This design comes from an exercise in tuning for small area, a short achievable clock period and few clock cycles on the open sky130 flow, not from production work.
For this run, only the layout was checked, not whether the RTL still works.
Power and IR drop assume default switching activity.

[flow/constraint.sdc]
create_clock -name core_clock -period 8.0 [get_ports {clock}]
set_input_delay 1.6000 -clock core_clock [delete_from_list [all_inputs] [get_ports {clock}]]
set_output_delay 1.6000 -clock core_clock [all_outputs]
set_load 0.01 [all_outputs]
[flow/design.v]
`default_nettype none
module my_chip (
    input  logic [11:0] io_in,
    output logic [11:0] io_out,
    input  logic clock,
    input  logic reset
);
    localparam [11:0] BUBBLE = 12'h300;  
    logic [11:0] cmd;         
    logic [9:0]  rpc;         
    logic [11:0] xi;          
    logic [11:0] xa, xb;      
    logic        zf, pf;      
    logic [11:0] rf [0:15];   
    assign io_out = cmd;
    logic x_add, x_sub, x_and, x_or, x_xor, x_shl, x_shr, x_sra, x_not, x_li;
    logic x_we, x_fwe;
    wire [3:0] xop = xi[11:8];
    wire [3:0] xrd = xi[7:4];
    wire x_load  = (xop == 4'b0001);
    logic x_jdone;            
    wire x_jump  = (xop == 4'b0010) & ~x_jdone;
    wire x_store = (xop[3:1] == 3'b011);
    wire x_halt  = (xop == 4'b0000);
    logic [11:0] xa_rev, sh_in, sh_out, sh_rev;
    always_comb begin
        for (int i = 0; i < 12; i++) xa_rev[i] = xa[11 - i];
    end
    assign sh_in = x_shl ? xa_rev : xa;
    wire sh_fill = x_sra & xa[11];
    wire big = |xb[11:4] | (xb[3:0] >= 4'd12);
    wire [23:0] sh_w = {{12{sh_fill}}, sh_in} >> xb[3:0];
    always_comb begin
        sh_out = sh_w[11:0];
        if (big) sh_out = {12{sh_fill}};
        for (int i = 0; i < 12; i++) sh_rev[i] = sh_out[11 - i];
    end
    wire [11:0] add_a = xa ^ {12{x_sub}};
    wire [11:0] sum = add_a + xb + {11'b0, x_sub};
    wire [11:0] res = ({12{x_add | x_sub}} & sum)
                    | ({12{x_and}} & (xa & xb))
                    | ({12{x_or}}  & (xa | xb))
                    | ({12{x_xor}} & (xa ^ xb))
                    | ({12{x_shl}} & sh_rev)
                    | ({12{x_shr}} & sh_out)
                    | ({12{x_not}} & ~xb)
                    | ({12{x_li}}  & {8'b0, xi[3:0]});
    wire [11:0] ab_x = xa ^ xb;
    wire z_add = (ab_x == {xa[10:0] | xb[10:0], 1'b0});  
    wire z_and = ((xa & xb) == 12'b0);
    wire z_or  = ((xa | xb) == 12'b0);
    wire z_xor = (ab_x == 12'b0);
    wire z_not = (xb == 12'hFFF);
    wire z_sh  = (sh_out == 12'b0);
    wire res_z = (x_add & z_add) | ((x_sub | x_xor) & z_xor) | (x_and & z_and)
               | (x_or & z_or) | (x_not & z_not) | ((x_shl | x_shr) & z_sh);
    wire res_p = ~res[11] & ~res_z;
    wire zn = x_fwe ? res_z : zf;
    wire pn = x_fwe ? res_p : pf;
    wire fetch = cmd[11] & ~cmd[10] & ~x_load & ~x_jump;
    wire [3:0] iop = io_in[11:8];
    wire [3:0] ird = io_in[7:4];
    wire [3:0] irs = io_in[3:0];
    wire i_load  = (iop == 4'b0001);
    wire i_store = (iop[3:1] == 3'b011);
    wire i_halt  = (iop == 4'b0000);
    wire i_jump  = (iop == 4'b0010);
    wire i_br    = (iop == 4'b0011);
    logic [11:0] rf_a, rf_b;
    always_comb begin
        rf_a = 12'b0;
        rf_b = 12'b0;
        for (int i = 0; i < 16; i++) begin
            rf_a = rf_a | (rf[i] & {12{ird == i}});
            rf_b = rf_b | (rf[i] & {12{irs == i}});
        end
    end
    wire [11:0] ra = (x_we && xrd == ird) ? res : rf_a;
    wire [11:0] rb = (x_we && xrd == irs) ? res : rf_b;
    wire br_taken = i_br & (io_in[7] ? pn : zn);
    wire [9:0] fa  = cmd[9:0];
    wire [9:0] fa1 = fa + 10'd1;
    wire [6:0] bg = fa1[6:0] & io_in[6:0];
    wire [6:0] bp = fa1[6:0] ^ io_in[6:0];
    wire [6:0] g1, p1, g2, p2, g3;
    genvar k;
    generate
        for (k = 0; k < 7; k++) begin : pfx
            if (k % 2 == 1) begin
                assign g1[k] = bg[k] | (bp[k] & bg[k-1]);
                assign p1[k] = bp[k] & bp[k-1];
            end else begin
                assign g1[k] = bg[k];
                assign p1[k] = bp[k];
            end
            if (k % 4 >= 2) begin
                assign g2[k] = g1[k] | (p1[k] & g1[(k/4)*4+1]);
                assign p2[k] = p1[k] & p1[(k/4)*4+1];
            end else begin
                assign g2[k] = g1[k];
                assign p2[k] = p1[k];
            end
            if (k >= 4) assign g3[k] = g2[k] | (p2[k] & g2[3]);
            else        assign g3[k] = g2[k];
        end
    endgenerate
    wire [6:0] lo = bp ^ {g3[5:0], 1'b0};
    wire c7 = g3[6];
    wire [2:0] hi_p = fa1[9:7] + 3'd1;
    wire [2:0] hi_m = fa1[9:7] - 3'd1;
    wire [2:0] hi = c7 ? (io_in[6] ? fa1[9:7] : hi_p)
                       : (io_in[6] ? hi_m : fa1[9:7]);
    wire [9:0] br_t = {hi, lo};
    wire [9:0] jp_t = rpc + xa[9:0];
    wire [9:0] jp_li = fa1 + {6'b0, xi[3:0]};
    wire jump_fwd = i_jump & x_li & (xrd == ird);
    wire f_ldst = fetch & (i_load | i_store);
    wire f_brt  = fetch & br_taken;
    logic [11:0] cmd_e;      
    always_comb begin
        if (fetch)
            cmd_e = i_halt ? {2'b11, 10'b0} : {2'b10, (jump_fwd ? jp_li : fa1)};
        else if (x_halt)
            cmd_e = cmd;
        else if (x_store & ~cmd[10])
            cmd_e = {2'b01, 3'b000, xop[0], (xop[0] ? xa[11:6] : xa[5:0])};
        else if (x_jump)
            cmd_e = {2'b10, jp_t};
        else  
            cmd_e = {2'b10, rpc};
    end
    wire [11:0] cmd_n = f_ldst ? {~i_store, 1'b0, rb[9:0]}
                      : f_brt  ? {2'b10, br_t}
                      : cmd_e;
    wire [9:0]  rpc_n = fetch ? fa1 : rpc;
    wire [11:0] xi_n  = fetch ? io_in : (x_halt ? xi : BUBBLE);
    always_ff @(posedge clock or posedge reset) begin
        if (reset) begin
            cmd <= {2'b10, 10'd0};
            x_jdone <= 1'b0;
            rpc <= 10'd0;
            xi  <= BUBBLE;
            zf  <= 1'b0;
            pf  <= 1'b0;
        end else begin
            cmd <= cmd_n;
            x_jdone <= fetch & jump_fwd;
            rpc <= rpc_n;
            xi  <= xi_n;
            zf  <= zn;
            pf  <= pn;
        end
    end
    always_ff @(posedge clock) begin
        xa <= ra;
        xb <= rb;
    end
    wire [3:0] nop_ = xi_n[11:8];
    always_ff @(posedge clock or posedge reset) begin
        if (reset) begin
            {x_add, x_sub, x_and, x_or, x_xor, x_shl, x_shr, x_sra, x_not, x_li, x_we, x_fwe} <= '0;
        end else begin
            x_add <= (nop_ == 4'b1000);
            x_sub <= (nop_ == 4'b1001);
            x_and <= (nop_ == 4'b1010);
            x_or  <= (nop_ == 4'b1011);
            x_xor <= (nop_ == 4'b1100);
            x_shl <= (nop_ == 4'b1101);
            x_shr <= (nop_[3:1] == 3'b111);
            x_sra <= (nop_ == 4'b1111);
            x_not <= (nop_ == 4'b0101);
            x_li  <= (nop_ == 4'b0100);
            x_we  <= nop_[3] | (nop_[3:1] == 3'b010);
            x_fwe <= (nop_[3] | (nop_ == 4'b0101)) & (xi_n != 12'hB11);
        end
    end
    wire rf_we = x_we | x_load;
    wire [11:0] rf_wd = x_load ? io_in : res;
    always_ff @(posedge clock or posedge reset) begin
        if (reset) begin
            for (int i = 0; i < 16; i++) rf[i] <= 12'b0;
        end else if (rf_we) begin
            rf[xrd] <= rf_wd;
        end
    end
endmodule
`default_nettype wire
[flow/config.mk]
export PLATFORM = sky130hd
export DESIGN_NAME = my_chip
export DESIGN_NICKNAME = my_chip
export VERILOG_FILES = /design/flow/design.v
export SDC_FILE = /design/flow/constraint.sdc
export NUM_CORES = 4
export LEC_CHECK = 0
export ABC_AREA = 1
export CAP_MARGIN = 20
export CORE_MARGIN = 2
export CORE_UTILIZATION = 40
export CTS_BUF_LIST = sky130_fd_sc_hd__clkbuf_4 sky130_fd_sc_hd__clkbuf_8
export CTS_CLUSTER_SIZE = 25
export SETUP_SLACK_MARGIN = 5.0
export SLEW_MARGIN = 20
export TNS_END_PERCENT = 0
[flow/run.sh]
#!/bin/bash
# synth_recipe.tcl (not shown) runs the flow's synth.tcl, then flattens the netlist and writes it again
# the make line also repeats each setting of config.mk as NAME=value (left out here)
make -C /OpenROAD-flow-scripts/flow DESIGN_CONFIG=/design/flow/config.mk WORK_HOME=/design/flow/orfs CLKGATE_MAP_FILE= SYNTH_SCRIPT=/design/flow/synth_recipe.tcl finish
==> results.sh <==
export IMPL_cts_tree="built"
export IMPL_cts_sinks=265
export IMPL_seqCellArea_mm2=0.00654
export IMPL_die_area_mm2=0.0430
export IMPL_area_growth_pct=21.4
export IMPL_wl_per_cell_um=25.2
export IMPL_finalNonFillerCells=2955
export IMPL_async_reset_ff_frac=0.909
export IMPL_hold_buffers=0
export IMPL_clock_latency_ns=0.66
export IMPL_gp_congestion=1.08
export IMPL_cts_made_buffers=48
export IMPL_hold_viol_final=0
export IMPL_synth_area_mm2=0.0165
export IMPL_synth_ff_type="dfrtp_1"
export IMPL_synthXorXnorAreaFrac=0.0201
export IMPL_final_setup_skew_ns=0.0384
export IMPL_hp_class="reg2reg"
export IMPL_hold_ws_ns=0.487
export IMPL_slew_headroom=0.292
export IMPL_num_antenna_cells=0
export IMPL_power_density_mw_per_mm2=410
export IMPL_total_power_mw=8.23
export IMPL_ys_warn_count=2
export IMPL_grtUsageTotal=0.334
export IMPL_syn_area_per_cell_um2=7.25
export IMPL_row_count=74
export IMPL_leakage_nw=9.37
export IMPL_ys_types=59
export IMPL_detail_route_antenna_nets=0
export IMPL_synth_top_family_by_area="simple AND/OR/NAND/NOR gates"
export IMPL_fin_area_mm2=0.0201
export IMPL_die_h_um=207
export IMPL_grt_overflow=0
export IMPL_fin_crit_sh=0.406
export IMPL_period_minus_slack_ns=3.25
export IMPL_ys_ff_latch=265
export IMPL_status="timing/DRC/antenna clean"
export IMPL_synth_area_leader_cell="dfrtp_1"
export IMPL_synthAdderAreaFrac=0.0497
export IMPL_worstPathMaxFanout=9
export IMPL_nNetsFinal=2460
export IMPL_synth_area_leaders="dfrtp_1 36%, nand2_1 14%, o21ai_0 7.7%"
export IMPL_yosys_area_top_type_share=0.360
export IMPL_cap_violations=0
export IMPL_layout_drive_gt1_share=0.170
export IMPL_initialDrtViolationCount=1893
export IMPL_dp_cells=2778
export IMPL_clk_transition_reported_paths_ns=0.06
export IMPL_drcViolationCount=0
export IMPL_core_area_mm2=0.0408
export IMPL_clk_root_buffer_cell="clkbuf_8"
export IMPL_syn_num_nets=2356
export IMPL_fillers=4076
export IMPL_max_slew_worst_pin_slew_ns=1.06
export IMPL_synthSimpleGateAreaFrac=0.250
export IMPL_drt_wl_total_um=74500
export IMPL_rsz0062_at_grt="yes"
export IMPL_grt_start_max_net_pins=155
export IMPL_multi_input_area_mm2=0.00943
export IMPL_die_w_um=207
export IMPL_grt_pass1_vias=16600
export IMPL_cp_start_kind="input pin"
export IMPL_fin_tns_setup_ns=0
export IMPL_ys_seq_area_frac=0.394
export IMPL_synth_most_common_cell="nand2_1"
export IMPL_clock_path_buffers=3
export IMPL_netlist_instances=2280
export IMPL_initial_utilization=0.405
export IMPL_htree_levels=2
export IMPL_dpl_cell_area_mm2=0.0173
export IMPL_crit_arrival_ns=3.75
export IMPL_via_per_inst=5.91
export IMPL_synthTopCellsByCount="608 x nand2_1, 265 x inv_1, 253 x o21ai_0"
export IMPL_finalMaxSlewViolations=0
export IMPL_dr_pass1_iters=6
export IMPL_fmax_mhz=308
export IMPL_antenna_found_initial=0
export IMPL_worstSetupPathType="in2reg"
export IMPL_dp_hpwl_um=53700
export IMPL_synth_compound_area_share=0.201
export IMPL_io_buffers=25
export IMPL_vias=17500
export IMPL_io_pins=26
export IMPL_grt_first_pass_wirelength_um=108000
export IMPL_synthMuxAreaShare=0.000681
export IMPL_synth_edff_count=0
export IMPL_cp_end_kind="flip-flop"
export IMPL_peakVddDrop_v=0.000182
export IMPL_setup_violations=0
export IMPL_required_ns=8.50
[worst max-delay path: stages]
cell,delay (ns)
clkdlybuf4s18_2,0.32
inv_4,0.15
nor2_1,0.08
inv_2,0.13
nor2_1,0.10
buf_4,0.21
nand2_1,0.07
nand4_1,0.15
a211oi_4,0.37
nand4_1,0.30
nand2_1,0.13
o21ai_0,0.10
[kinds of logic after synthesis]
group | after synthesis
compound gates | 547
xor+xnor | 38
fa+ha+maj | 62
buf+inv | 360
flops | 265
mux | 1
simple gates | 1007
[timing repair]
| action | 4_1_cts | 5_1_grt |
|---|---|---|
| pin swaps | 13 | 43 |
| setup endpoints to repair | 245 | 240 |
| setup buffers | 25 | 58 |
| cloned | 0 | 5 |
| resized for setup | 166 | 119 |
[placed cells by master (no fill, tap or decap), types with 21 or more instances in the layout]
cell type / instances
buf_4: 92
nand3_1: 119
clkbuf_4: 22
inv_2: 26
dfrtp_1: 230
o22ai_1: 42
nor2_4: 21
nand4_1: 25
nor2_1: 164
xor2_1: 26
o21ai_1: 32
o21ai_0: 236
clkbuf_8: 58
nand2_1: 603
a21oi_1: 59
inv_1: 238
ha_1: 54
a221oi_1: 30
[flip-flops by register name, indices dropped and copies added, names as in the netlist, 10 cells and up]
| signal | count |
|---|---|
| xb | 12 |
| xi | 12 |
| rpc | 10 |
| cmd | 12 |
| xa | 12 |
| rf | 192 |
[layer usage]
metal | global-route usage | routed length, µm
met1 | 0.443 | 31000
met5 | 0 | 0
met2 | 0.529 | 33600
met4 | 0.188 | 4740
met3 | 0.0421 | 5120
[power by group]
| part | leakage [nW] | switching, mW | internal [mW] |
|---|---|---|---|
| Sequential | 2.97 | 0.791 | 1.95 |
| Clock | 0.596 | 0.623 | 0.879 |
| Combinational | 5.81 | 2.59 | 1.41 |
[final timing paths]
path / startpoint / slack (ns) / to / depth (start not counted)
min in group asynchronous: reset / 1.32 / rf[7][3] / 2
max reg2reg: x_sub / 4.85 / rf[3][4] / 13
min reg2reg: rf[6][3] / 0.49 / rf[6][3] / 2
max in group asynchronous: reset / 5.21 / x_sub / 3
max: io_in[7] / 4.75 / xa[4] / 12
min: rf[6][3] / 0.49 / rf[6][3] / 2
[area by class of cell]
class / count / area share
clock inverters: 12 / 0.00892
repair buffers: 134 / 0.0614
clock buffers: 77 / 0.0469
well taps: 532 / 0.0332
flip-flops and latches: 265 / 0.326
repair inverters: 1 / 0.000249
inverters: 276 / 0.0534
multi-input cells: 1658 / 0.470
[through the flow]
step,setup slack [ns],utilization
after floorplan,3.24,-
after global placement,2.78,0.424
after detailed placement,2.81,0.424
after CTS,4.76,0.469
after global routing,4.73,0.492
final,4.75,0.492

[what the ideal ports hide]
The results above use ideal ports. As a check the final layout listed here was re-extracted and re-timed, cells and wires unchanged. Step 1 sets driving cells, clkbuf_16 on the clock port and buf_2 on the other inputs (assumed; they add their load-dependent delay and slew). Step 2 moves the port delays by t, midway between the first and last clock arrival at a register: inputs arrive t later, outputs are due t later. That takes back most of the time a late clock gives input paths. Slacks: ideal / step 1 / step 2; pairs: ideal / step 1.
t, ns: 0.693
setup slack, ns: 4.754 / 4.741 / 4.090
clock arrival spread, ns: 0.039 / 0.039
slew at the worst register clock pin (ns): 0.07 / 0.07
After both steps setup and hold are still met in this run. The setup slack of this run moves by -0.013 ns with the drivers and by -0.664 ns with both steps.
